Background: an optimization exercise with open tools, aiming at small area, a short achievable clock period and few clock cycles. Do not read the settings as production practice. RTL that was checked went through simulation tests only; none was proved equivalent to the original.

==> job 3358: inputs <==
Design p18240_core, start of the top module:
module p18240_core (
  input  logic        clock,
  input  logic        reset_L,
  output logic [15:0] mem_addr,
  output logic [15:0] mem_wdata,
  output logic        mem_re,
  output logic        mem_we,
  input  logic [15:0] mem_rdata,
  output logic        halted);
make LEC_CHECK=0 ABC_CLOCK_PERIOD_IN_PS=4000 CAP_MARGIN=20 CORE_MARGIN=2 CORE_UTILIZATION=40 PLACE_DENSITY=0.6 SETUP_SLACK_MARGIN=5 SLEW_MARGIN=20 finish   # period 10.0 ns
run.sh (not shown) runs the stock make flow with config.mk's settings and CLKGATE_MAP_FILE= SYNTH_SCRIPT=/design/flow/synth_recipe.tcl, a recipe that flattens the netlist after the stock synthesis.
==> job 2358: changes against job 3358 <==
--- a/flow/design.v
+++ b/flow/design.v
@@ -4,22 +4,21 @@
   output logic [15:0] mem_addr,
   output logic [15:0] mem_wdata,
   output logic        mem_re,
   output logic        mem_we,
   input  logic [15:0] mem_rdata,
   output logic        halted);
-  localparam logic [1:0] S_F = 2'd0, S_FW = 2'd1, S_E1 = 2'd2, S_E2 = 2'd3;
-  logic [1:0]  state, state_n;
+  localparam logic [2:0] S_F = 3'd0, S_FW = 3'd1, S_E1 = 3'd2, S_E2 = 3'd3, S_R = 3'd4;
+  logic [2:0]  state, state_n;
   logic        halt_q, halt_n;
   logic [15:0] pc, pc_n, sp, sp_n, t, t_n;
   logic [3:0]  cc, cc_n;                   
   logic [2:0]  off, off_n;                 
-  logic        tog, tog_n;                 
-  logic [2:0]  k, k_n;                     
-  logic        pend, pend_n;               
-  logic        swreq, aligned, swap, rbk;
+  logic [2:0]  rcnt, rcnt_n;               
+  logic        rot;                        
+  logic        rot_n;
   logic        fetch, fetch_skip;
   typedef struct packed {
     logic [2:0] a, b;        
     logic one;               
     logic imm;               
     logic spimm;             
@@ -39,14 +38,14 @@
   } ctrl_t;
   ctrl_t c, dec;
   always_comb begin
     logic [9:0] o;
     o = mem_rdata[15:6];
     dec = '0;
-    dec.a = {mem_rdata[5] ^ tog_n, mem_rdata[4:3]};    
-    dec.b = {mem_rdata[2] ^ tog_n, mem_rdata[1:0]};
+    dec.a = mem_rdata[5:3];
+    dec.b = mem_rdata[2:0];
     case (o)
       10'h010: begin dec.imm = 1; dec.e2rd = 1; dec.wr_t = 1; dec.cc_t = 1; end  
       10'h018: begin dec.imm = 1; dec.sta = 1; end                              
       10'h020: begin dec.ldr = 1; dec.wr_t = 1; dec.cc_t = 1; end               
       10'h028: begin dec.str = 1; end                                           
       10'h030: begin dec.imm = 1; dec.wr_t = 1; dec.cc_t = 1; end               
@@ -96,54 +95,33 @@
                      dec.cin = 1; dec.r_sum = 1; dec.c_sub = 1; end
       default: begin dec.one = 1; end                                           
     endcase
   end
   always_ff @(posedge clock)
     if (fetch) c <= dec;
-  logic [15:0] w [0:7];                    
-  logic [7:0]  wv;
-  logic [63:0] sg [0:5];                   
-  logic [3:0]  sv [0:5];
+  logic [15:0] q [0:31];
+  logic [31:0] v;
   logic [15:0] ra, rb, rf_wd;
   logic        rf_we;
-  assign ra = wv[c.a] ? w[c.a] : 16'h0000;
-  assign rb = wv[c.b] ? w[c.b] : 16'h0000;
-  assign swreq   = pend | ((state == S_E1) & (c.jsrw | c.rtnw) & ~halt_q);
-  assign aligned = c.jsrw ? (k == 3'd0) : (k == 3'd1);
-  assign swap    = swreq & aligned;
-  assign rbk     = c.jsrw ? tog : ~tog;    
-  assign tog_n   = tog ^ swap;
-  assign pend_n  = swreq & ~swap;
-  always_comb
-    if (swap)           k_n = c.jsrw ? 3'd0 : 3'd5;
-    else if (k == 3'd0) k_n = 3'd5;
-    else                k_n = k - 3'd1;
+  assign ra = v[c.a] ? q[c.a] : 16'h0000;
+  assign rb = v[c.b] ? q[c.b] : 16'h0000;
   always_ff @(posedge clock) begin
-    for (int i = 0; i < 5; i++) sg[i] <= sg[i+1];
-    sg[5] <= swap ? {w[{rbk, 2'd3}], w[{rbk, 2'd2}], w[{rbk, 2'd1}], w[{rbk, 2'd0}]} : sg[0];
-    for (int i = 0; i < 8; i++) begin
-      if (swap && rbk == i[2])
-        w[i] <= sg[0][16*i[1:0] +: 16];
-      else if (rf_we && c.a == i[2:0])
-        w[i] <= rf_wd;
+    for (int p = 0; p < 32; p++) begin
+      if (rot)
+        q[p] <= q[(p + 4) % 32];
+      else if (p < 8 && rf_we && c.a == p)
+        q[p] <= rf_wd;
     end
   end
   always_ff @(posedge clock or negedge reset_L)
-    if (~reset_L) begin
-      for (int i = 0; i < 6; i++) sv[i] <= 4'h0;
-      wv <= 8'h00;
-    end else begin
-      for (int i = 0; i < 5; i++) sv[i] <= sv[i+1];
-      sv[5] <= swap ? wv[{rbk, 2'b00} +: 4] : sv[0];
-      for (int i = 0; i < 8; i++) begin
-        if (swap && rbk == i[2])
-          wv[i] <= sv[0][i[1:0]];
-        else if (rf_we && c.a == i[2:0])
-          wv[i] <= 1'b1;
-      end
-    end
+    if (~reset_L)
+      v <= 32'h0;
+    else if (rot)
+      v <= {v[3:0], v[31:4]};
+    else if (rf_we)
+      v[c.a] <= 1'b1;
   logic [15:0] x, y, ysrc, sum, res, lres;
   logic        cout, zsum, zres, alu_c, alu_v;
   assign ysrc = (state == S_FW) ? t : rb;
   assign x = ra ^ {16{c.xinv}};
   assign y = (ysrc & {16{c.yen}}) ^ {16{c.yinv}};
   assign {cout, sum} = {1'b0, x} + {1'b0, y} + {16'h0000, c.cin};
@@ -185,22 +163,23 @@
     halt_n    = halt_q;
     pc_n      = pc;
     sp_n      = sp;
     t_n       = t;
     cc_n      = cc;
     off_n     = off;
+    rcnt_n    = rcnt;
     rf_we     = 1'b0;
     rf_wd     = res;
     mem_re    = 1'b0;
     mem_we    = 1'b0;
     mem_addr  = pc;
     mem_wdata = rb;
     fetch     = 1'b0;
     fetch_skip = 1'b0;
     case (state)
-      S_F: fetch = ~pend | aligned;      
+      S_F: fetch = 1'b1;
       S_FW: begin
         fetch = 1'b1;
         rf_wd = t;
         rf_we = c.wr_t;
         if (c.cc_t) cc_n = {t == 16'h0000, 1'b0, t[15], 1'b0};
         if (c.cmi)  cc_n = {zsum, alu_c, sum[15], alu_v};
@@ -244,20 +223,26 @@
           state_n  = S_FW;
         end else if (c.rtn) begin
           mem_re   = 1'b1;
           mem_addr = sp;
           pc_n     = mem_rdata;
           sp_n     = sp_inc;
-          if (c.rtnw) off_n = off - 3'd1;
-          state_n  = S_F;
+          if (c.rtnw) begin
+            off_n  = off - 3'd1;
+            rcnt_n = 3'd5;
+            state_n = S_R;
+          end else
+            state_n = S_F;
         end else if (c.jsr) begin
           mem_we    = 1'b1;
           mem_addr  = sp_dec;
           mem_wdata = pc_inc;
           sp_n      = sp_dec;
-          if (c.jsrw) off_n = off + 3'd1;
+          if (c.jsrw) begin
+            off_n = off + 3'd1;
+          end
           state_n   = S_E2;
         end else if (c.br & taken) begin
           mem_re  = 1'b1;
           pc_n    = mem_rdata;
           state_n = S_F;
         end else if (c.stop) begin
@@ -284,12 +269,16 @@
         end else begin                   
           mem_re  = 1'b1;
           pc_n    = mem_rdata;
           state_n = S_F;
         end
       end
+      default: begin                     
+        rcnt_n = rcnt - 3'd1;
+        if (rcnt == 3'd0) fetch = 1'b1;
+      end
     endcase
     if (fetch) begin
       mem_re   = 1'b1;
       mem_addr = fetch_skip ? pc_inc : pc;
       pc_n     = fetch_skip ? pc_inc2 : pc_inc;
       state_n  = S_E1;
@@ -304,31 +293,30 @@
       sp_n    = sp;
       cc_n    = cc;
       off_n   = off;
     end
   end
   assign halted = halt_q;
+  assign rot_n = (state_n == S_R) | (fetch & (dec.jsrw | dec.rtnw));
   always_ff @(posedge clock or negedge reset_L)
     if (~reset_L) begin
       state  <= S_F;
       halt_q <= 1'b0;
       pc     <= 16'h0000;
       sp     <= 16'h0000;
       cc     <= 4'h0;
       off    <= 3'd0;
-      tog    <= 1'b0;
-      k      <= 3'd0;
-      pend   <= 1'b0;
+      rcnt   <= 3'd0;
+      rot    <= 1'b0;
     end else begin
       state  <= state_n;
       halt_q <= halt_n;
       pc     <= pc_n;
       sp     <= sp_n;
       cc     <= cc_n;
       off    <= off_n;
-      tog    <= tog_n;
-      k      <= k_n;
-      pend   <= pend_n;
+      rcnt   <= rcnt_n;
+      rot    <= rot_n;
     end
   always_ff @(posedge clock)
     t <= t_n;
 endmodule
==> flow_metrics.env <==
export IMPL_status="complete, no violations"
export IMPL_pre_cts_slack_ns=3.79
export IMPL_use_met1_pct=39.5
export IMPL_top_regs="sg x384, w x128, c x52"
export IMPL_cp_max_fo=10
export IMPL_nNetsFinal=3522
export IMPL_grt_pass1_wl_mm=175
export IMPL_drt_wl_total_mm=122
export IMPL_synth_seq_area_share_pct=50.0
export IMPL_p_comb_mw=4.23
export IMPL_grt_pass1_vias=25400
export IMPL_cp_arrival_ns=3.41
export IMPL_p_int_mw=6.86
export IMPL_routedWlPerCell_um=27.1
-- figures above: job 3358

==> flow_metrics.env <==
export IMPL_p_comb_mw=7.92
export IMPL_routedWlPerCell_um=27.7
export IMPL_use_met1_pct=38.6
export IMPL_status="complete, no violations"
export IMPL_drt_wl_total_mm=114
export IMPL_nNetsFinal=3115
export IMPL_cp_arrival_ns=3.59
export IMPL_top_regs="q x512, c x52, v x32"
-- figures above: job 2358

Testbench counts of job 3358, summed over its fixed seeds: cycles 26,823.
Testbench counts of job 2358, summed over its fixed seeds: cycles 27,278.

* * *

==> inputs of onyx <==
Another version of the RTL of p18240_core (not shown whole).
clock: 10.0 ns
lec_check: 0
abc_clock_period_in_ps: 4000
cap_margin: 20
core_margin: 2
core_utilization: 40
place_density: 0.6
slew_margin: 20
standard.sh (not shown) runs the stock make flow with config.mk's settings and CLKGATE_MAP_FILE= SYNTH_SCRIPT=/design/flow/synth_recipe.tcl, a recipe that flattens the netlist after the stock synthesis.
==> flow/flow/run.sh <==
#!/bin/bash
set -euo pipefail
bash standard.sh SETUP_SLACK_MARGIN=6.5 finish > standard.log 2>&1
==> tundra: changes against onyx <==
--- a/flow/design.v
+++ b/flow/design.v
@@ -26,15 +26,15 @@
       g = gn;
       p = pn;
     end
     for (int i = 0; i < 16; i++)
       add16[i] = a[i] ^ b[i] ^ g[i];
     add16[16] = g[16];
   endfunction
-  logic        st_f, st_fw, st_e1, st_e2, st_a;    
+  logic        st_f, st_fw, st_e1, st_e2;    
   logic        halt_q;
   logic [15:0] pc, pc_n, sp, sp_n, t, t_n;
   logic [3:0]  cc;                           
   logic [2:0]  off;                          
   logic        tog, tog_n;                   
   logic [2:0]  k, k_n;                       
   logic        pend, pend_n;                 
@@ -239,35 +239,46 @@
       3'd4:    taken = cc[0];
       default: taken = off[2] & off[1];
     endcase
   logic btaken, skip;
   assign btaken = c.br & taken;
   assign skip   = st_e1 & c.br;              
   assign fetch  = st_fw | (st_f & (~pend | aligned)) | (st_e1 & c.one & ~btaken);
-  logic [15:0] ma, wd;
-  logic        fwd_b, hazard;
-  assign fwd_b  = st_fw & c.wr_t & ({mem_rdata[2] ^ tog_n, mem_rdata[1:0]} == c.ai);
-  assign hazard = fetch & (dec.str | dec.push | (dec.ldr & ~fwd_b));
   assign mem_we = (st_e1 & (c.str | c.push | c.jsr)) | (st_e2 & c.e2we);
-  assign mem_re = ~mem_we & ~(st_e1 & c.stop) & ~(st_f & pend & ~aligned) & ~st_a;
-  always_comb
-    mem_addr = ({16{st_f | st_fw | (st_e1 & (c.one & ~c.br | c.imm | c.spimm | c.addsp | btaken))
-                    | (st_e2 & c.jsr)}} & pc)
-             | ({16{st_e1 & c.br & ~taken}}        & pc_inc)
-             | ({16{st_e1 & (c.str | c.ldr)}}      & ma)
-             | ({16{st_e1 & (c.pop | c.rtn)}}      & sp)
-             | ({16{st_e1 & (c.push | c.jsr)}}     & sp_dec)
-             | ({16{st_e2 & ~c.jsr}}               & t);
-  assign mem_wdata = wd;
-  always_ff @(posedge clock) begin
-    if (fetch & dec.ldr & fwd_b)       ma <= t;
-    else if (st_a)                     ma <= c.ldr ? rb : ra;
-    if (fetch & dec.jsr)               wd <= pc_n + 16'd1;        
-    else if (st_a)                     wd <= c.str ? rb : ra;     
-    else if (st_e1 & c.e2we)           wd <= c.wd_ra ? ra : rb;   
+  assign mem_re = ~mem_we & ~(st_e1 & c.stop) & ~(st_f & pend & ~aligned);
+  logic as_pc, as_br, as_ra, as_rb, as_sp, as_spd, as_t;
+  always_ff @(posedge clock or negedge reset_L)
+    if (~reset_L)
+      {as_pc, as_br, as_ra, as_rb, as_sp, as_spd, as_t} <= 7'b1000000;
+    else if (fetch) begin
+      as_pc  <= ~(dec.br | dec.str | dec.ldr | dec.pop | dec.rtn | dec.push | dec.jsr);
+      as_br  <= dec.br;
+      as_ra  <= dec.str;
+      as_rb  <= dec.ldr;
+      as_sp  <= dec.pop | dec.rtn;
+      as_spd <= dec.push | dec.jsr;
+      as_t   <= 1'b0;
+    end else begin
+      as_pc  <= ~(st_e1 & c.to_e2 & ~c.jsr);
+      as_br  <= 1'b0;
+      as_ra  <= 1'b0;
+      as_rb  <= 1'b0;
+      as_sp  <= 1'b0;
+      as_spd <= 1'b0;
+      as_t   <= st_e1 & c.to_e2 & ~c.jsr;    
+    end
+  always_comb begin
+    mem_addr = ({16{as_pc | (as_br & taken)}} & pc)
+             | ({16{as_br & ~taken}}          & pc_inc)
+             | ({16{as_ra}}                   & ra)
+             | ({16{as_rb}}                   & rb)
+             | ({16{as_sp}}                   & sp)
+             | ({16{as_spd}}                  & sp_dec)
+             | ({16{as_t}}                    & t);
+    mem_wdata = c.wd_ra ? ra : (c.jsr ? pc_inc : rb);
   end
   assign rf_we = (st_e1 & c.wr_a) | (st_fw & c.wr_t);
   always_comb begin
     if (fetch)
       pc_n = skip ? pc_inc2 : pc_inc;
     else if (st_e1 & (c.imm | c.spimm | c.addsp))
       pc_n = pc_inc;
@@ -288,26 +299,24 @@
   assign halted = halt_q;
   always_ff @(posedge clock or negedge reset_L)
     if (~reset_L) begin
       st_f   <= 1'b1;
       st_fw  <= 1'b0;
       st_e1  <= 1'b0;
       st_e2  <= 1'b0;
-      st_a   <= 1'b0;
       halt_q <= 1'b0;
       pc     <= 16'h0000;
       sp     <= 16'h0000;
       cc     <= 4'h0;
       off    <= 3'd0;
       tog    <= 1'b0;
       k      <= 3'd0;
       pend   <= 1'b0;
     end else begin
-      st_e1  <= (fetch & ~hazard) | (st_e1 & c.stop) | st_a;
-      st_a   <= hazard;
+      st_e1  <= fetch | (st_e1 & c.stop);
       st_fw  <= (st_e1 & c.to_fw) | (st_e2 & c.e2rd);
       st_e2  <= st_e1 & c.to_e2;
       st_f   <= (st_e1 & (c.addsp | c.str | c.push | c.rtn | btaken)) |
                 (st_e2 & ~c.e2rd) | (st_f & ~fetch);
       halt_q <= halt_q | (st_e1 & c.stop);
       pc     <= pc_n;
       sp     <= sp_n;
==> flow/run.sh (new file) <==
#!/bin/bash
# synth_recipe.tcl (not shown) runs the flow's synth.tcl, then flattens the netlist and writes it again
# the make line also repeats each setting of config.mk as NAME=value (left out here)
make -C /OpenROAD-flow-scripts/flow DESIGN_CONFIG=/design/flow/config.mk WORK_HOME=/design/flow/orfs CLKGATE_MAP_FILE= SYNTH_SCRIPT=/design/flow/synth_recipe.tcl finish
ABC_CLOCK_PERIOD_IN_PS = 2500   (was 4000)
SETUP_SLACK_MARGIN = 5   (was default)
removed: flow/flow/run.sh
removed: flow/standard.sh
==> comparison table <==
item                                                                          onyx          tundra
Result of the run                                                   finished clean  finished clean
Critical path peak fanout                                                        6               9
Clock latency of the later-clocked register in the worst-skew pair         0.63 ns         0.64 ns
Multi-Input Combinational                                                    1,918           1,821
Total non-filler cell area in the finished layout                       0.0393 mm2      0.0339 mm2
NonClk Buf Share                                                             9.27%           5.02%
Clock tree skew after final layout                                       0.0281 ns       0.0546 ns
Drt via density                                                               6.02            6.00
Final period demand of the worst path                                      5.02 ns         5.06 ns
Area of the placeable core                                              0.0756 mm2      0.0715 mm2
Overall die height                                                          279 um          273 um
Clkbuf count                                                                   105             100
Portion of the post-synthesis area used by sequential elements               55.7%           55.8%
Share of synthesized cell area in and, or, nand and nor gates                13.4%           12.9%
Mapped Nets                                                                  3,038           2,894
Total number of cells along the worst setup path                                 8               9
Met3 WL                                                                  10,900 um         9380 um
Seq_cells                                                                      705             679
Testbench counts of tundra, summed over its fixed seeds: cycles 26,823.
Only the layout flow was run in onyx; the RTL was not checked for function there.

## separate check: timing with driven ports
How much do the figures lean on ideal ports? The routed layouts below were timed once more, with nothing changed but the port constraints. Step 1 (the two cells are an assumption about what drives the block):
set clk [get_ports {clock}]
set_driving_cell -lib_cell sky130_fd_sc_hd__clkbuf_16 $clk
set_driving_cell -lib_cell sky130_fd_sc_hd__buf_2 [delete_from_list [all_inputs] $clk]
Step 2 times the ports against the registers' clock, not the clock port: input delays grow and output delays shrink by t, the midpoint of the rising clock arrivals with the driver on. Slacks: no drivers / after step 1 / after step 2; pairs: no drivers / after step 1.
run	t, ns	slack for setup (ns)	worst setup path at the end	latest minus earliest clock arrival (ns)
job 3358	0.692	4.592 / 4.525 / 4.500	input to register	0.023 / 0.024
job 2358	0.706	4.412 / 4.342 / 4.372	input to register	0.052 / 0.052
onyx	0.689	4.982 / 4.907 / 5.526	input to register	0.028 / 0.028
tundra	0.685	4.945 / 4.874 / 4.627	input to register	0.060 / 0.060
After both steps setup and hold are still met in every run listed. The setup slack of tundra, which loses most, moves by -0.071 ns with the drivers and by -0.318 ns with both steps.
